This design comes from an exercise in tuning for small area on the open sky130 flow, not from production work.
The RTL was checked by simulation tests, not by an equivalence proof against the original design.
Power and IR drop assume default switching activity.

== exp/cedar ==
## apb_wrapper
module apb_wrapper #(parameter
            ADDR_WIDTH = 16,
            DATA_WIDTH = 32 )
(
    input   logic                       pclk,
    input   logic                       preset_n,
    input   logic                       tx_valid,
    input   logic   [1:0]               tx_encode,
    input   logic   [ADDR_WIDTH-1:0]    tx_addr,
    input   logic   [DATA_WIDTH-1:0]    tx_wdata,
    output  logic   [DATA_WIDTH-1:0]    tx_rdata,
    output  logic                       tx_rvalid,
    output  logic                       Intr ,            
    input   logic                       Tx_done_i,       
    input   logic                       Rx_done_i,
    input   logic                       Arb_done_i
    );
    localparam [3:0] OP_RZERO = 4'd9;
    localparam [3:0] OP_WST   = 4'd10;
    localparam [3:0] OP_WIE   = 4'd11;
    localparam [3:0] OP_NONE  = 4'd15;
    reg         s_setup;
    reg         s_acc;
    reg  [4:0]  op;
    reg  [16:0] cfg0;
    reg  [20:0] cfg1;
    reg  [31:0] cfg4, cfg5, cfg6, cfg7, cfg8;
    reg  [6:0]  vld;             
    reg  [2:0]  status_reg;
    reg  [2:0]  intr_en;
    wire        req    = tx_valid & ~tx_encode[1];
    wire        take   = req & ~s_setup;
    wire        is_wr  = tx_encode[0];
    wire        in_map = (tx_addr[15:6] == 10'd0) && (tx_addr[1:0] == 2'b00)
                         && (~tx_addr[5] || (tx_addr[4:2] == 3'b000));
    wire [3:0]  idx    = tx_addr[5:2];
    wire        err    = (tx_addr > 16'h0020);
    wire        wtake  = take & is_wr & in_map;
    wire        we0 = wtake && (idx == 4'd0);
    wire        we1 = wtake && (idx == 4'd1);
    wire        we4 = wtake && (idx == 4'd4);
    wire        we5 = wtake && (idx == 4'd5);
    wire        we6 = wtake && (idx == 4'd6);
  ...
Size: about 480 cells after synthesis, about 90 I/O pins.
clock: 5.0 ns
lec_check: 0
cap_margin: 0
core_margin: 2
core_utilization: 70
slew_margin: 0
standard.sh (not shown) runs the stock make flow with config.mk's settings and CLKGATE_MAP_FILE= SYNTH_SCRIPT=/design/flow/synth_recipe.tcl, a recipe that flattens the netlist after the stock synthesis.
==> flow/flow/run.sh <==
#!/bin/bash
# The standard layout (standard.sh: unchanged synthesis and ORFS steps) with
# two changes made through ORFS's own variables:
#  * the port buffers that global placement inserts (one per input and output
#    port, as in the standard flow) use the smallest buffer cell, buf_1;
#  * clock tree synthesis uses clkbuf_8 for clusters of up to 20 sinks and
#    inserts no dummy loads. The tree is still built by TritonCTS, balanced
#    for all registers alike; no register's clock is skewed on purpose.
# make's full output goes to flow_make.log here; each ORFS step also writes its
# own log under orfs/logs/.
set -euo pipefail
export BUFFER_PORTS_ARGS="-buffer_cell sky130_fd_sc_hd__buf_1"
export CTS_ARGS="-sink_clustering_enable -repair_clock_nets -sink_clustering_size 24 -sink_clustering_max_diameter 45 -buf_list sky130_fd_sc_hd__clkbuf_8 -dont_use_dummy_load"
bash standard.sh > flow_make.log 2>&1
#### Input delta (exp/harbor over exp/cedar)
==> flow/flow/run.sh <==
#!/bin/bash
set -euo pipefail
export BUFFER_PORTS_ARGS="-buffer_cell sky130_fd_sc_hd__buf_1"
export CTS_ARGS="-sink_clustering_enable -repair_clock_nets -sink_clustering_size 20 -sink_clustering_max_diameter 60 -buf_list sky130_fd_sc_hd__clkbuf_8 -dont_use_dummy_load"
bash standard.sh > flow_make.log 2>&1
Notes after the runs:
Total power of exp/harbor is lower than that of exp/cedar.
Looking at exp/cedar and exp/harbor, the delay of the slowest cell on the worst path is a wash.
In exp/harbor, the power drawn by the clock network came out about 7% below the value in exp/cedar.
Post-route worst setup slack in exp/harbor is 0.019 ns below exp/cedar.
Looking at exp/cedar and exp/harbor, the final wirelength is a wash.
exp/harbor -> exp/cedar: fraction of synthesized area in multiplexers flat
### exp/harbor -> exp/nickel
Settings: SLEW_MARGIN: 0 -> 20; CAP_MARGIN: 0 -> 20.
==> flow/flow/run.sh <==
#!/bin/bash
set -euo pipefail
export BUFFER_PORTS_ARGS="-buffer_cell sky130_fd_sc_hd__buf_1"
export CTS_ARGS="-sink_clustering_enable -repair_clock_nets -sink_clustering_size 30 -sink_clustering_max_diameter 80 -buf_list sky130_fd_sc_hd__clkbuf_16 -dont_use_dummy_load"
bash standard.sh > flow_make.log 2>&1
--- outcome ---
Taking exp/harbor as the reference point, the fraction of power consumed by the clock network of exp/nickel rises by 3.5 points.
Utilization after layout in exp/nickel is 0.66 points above exp/harbor.
Of exp/harbor and exp/nickel, exp/harbor shows the lower minimum period implied by the final worst setup slack, with exp/nickel above it.
Reported for exp/harbor and exp/nickel, mean instance size in the synthesized netlist turned out identical to the last digit.
Any difference in met1 wire length between exp/harbor and exp/nickel is small enough to ignore.
> inputs changed (exp/nickel -> exp/violet)
Settings: SLEW_MARGIN now 0, was 20; CAP_MARGIN now 0, was 20; PLACE_DENSITY now 0.85, previously not set.
==> flow/flow/run.sh <==
#!/bin/bash
# The standard layout (standard.sh: unchanged synthesis and ORFS steps) with
# two changes made through ORFS's own variables:
#  * the port buffers that global placement inserts (one per input and output
#    port, as in the standard flow) use the smallest buffer cell, buf_1;
#  * clock tree synthesis uses clkbuf_8 for clusters of up to 20 sinks and
#    inserts no dummy loads. The tree is still built by TritonCTS, balanced
#    for all registers alike; no register's clock is skewed on purpose.
# make's full output goes to flow_make.log here; each ORFS step also writes its
# own log under orfs/logs/.
set -euo pipefail
export BUFFER_PORTS_ARGS="-buffer_cell sky130_fd_sc_hd__buf_1"
export CTS_ARGS="-sink_clustering_enable -repair_clock_nets -sink_clustering_size 20 -sink_clustering_max_diameter 60 -buf_list sky130_fd_sc_hd__clkbuf_8 -dont_use_dummy_load"
bash standard.sh > flow_make.log 2>&1
Findings:
The fmax in exp/violet sits 8.8% above the value recorded for exp/nickel.
exp/nickel has a lower share of the final layout cell area in sequential cells than exp/violet.
exp/violet — number of nets in the final layout about 0.5% higher, exp/nickel as reference

==> port drivers added, routing unchanged <==
No port has a modelled driver above. Below, the same layouts with a new extraction and two added sets of constraints.
Step 1, drivers: a clkbuf_16 drives pclk and a buf_2 each remaining input, both assumed.
Step 2 moves the port delays by t, midway between the first and last clock arrival at a register: inputs arrive t later, outputs are due t later. That takes back most of the time a late clock gives input paths.
a / b / c = ideal ports / drivers / drivers and shift; a / b = the first two.
run	shift t [ns]	setup WS [ns]	worst slew at a driven data input, ns
exp/cedar	0.530	2.319 / 2.332 / 1.802	0.05
exp/harbor	0.516	2.301 / 2.310 / 1.794	0.05
exp/nickel	0.496	2.281 / 2.306 / 1.810	0.06
exp/violet	0.516	2.500 / 2.512 / 1.995	0.05
After both steps every run listed still meets setup and hold. For exp/cedar, which loses most, drivers alone change the setup slack by +0.013 ns; drivers and shift together by -0.517 ns.
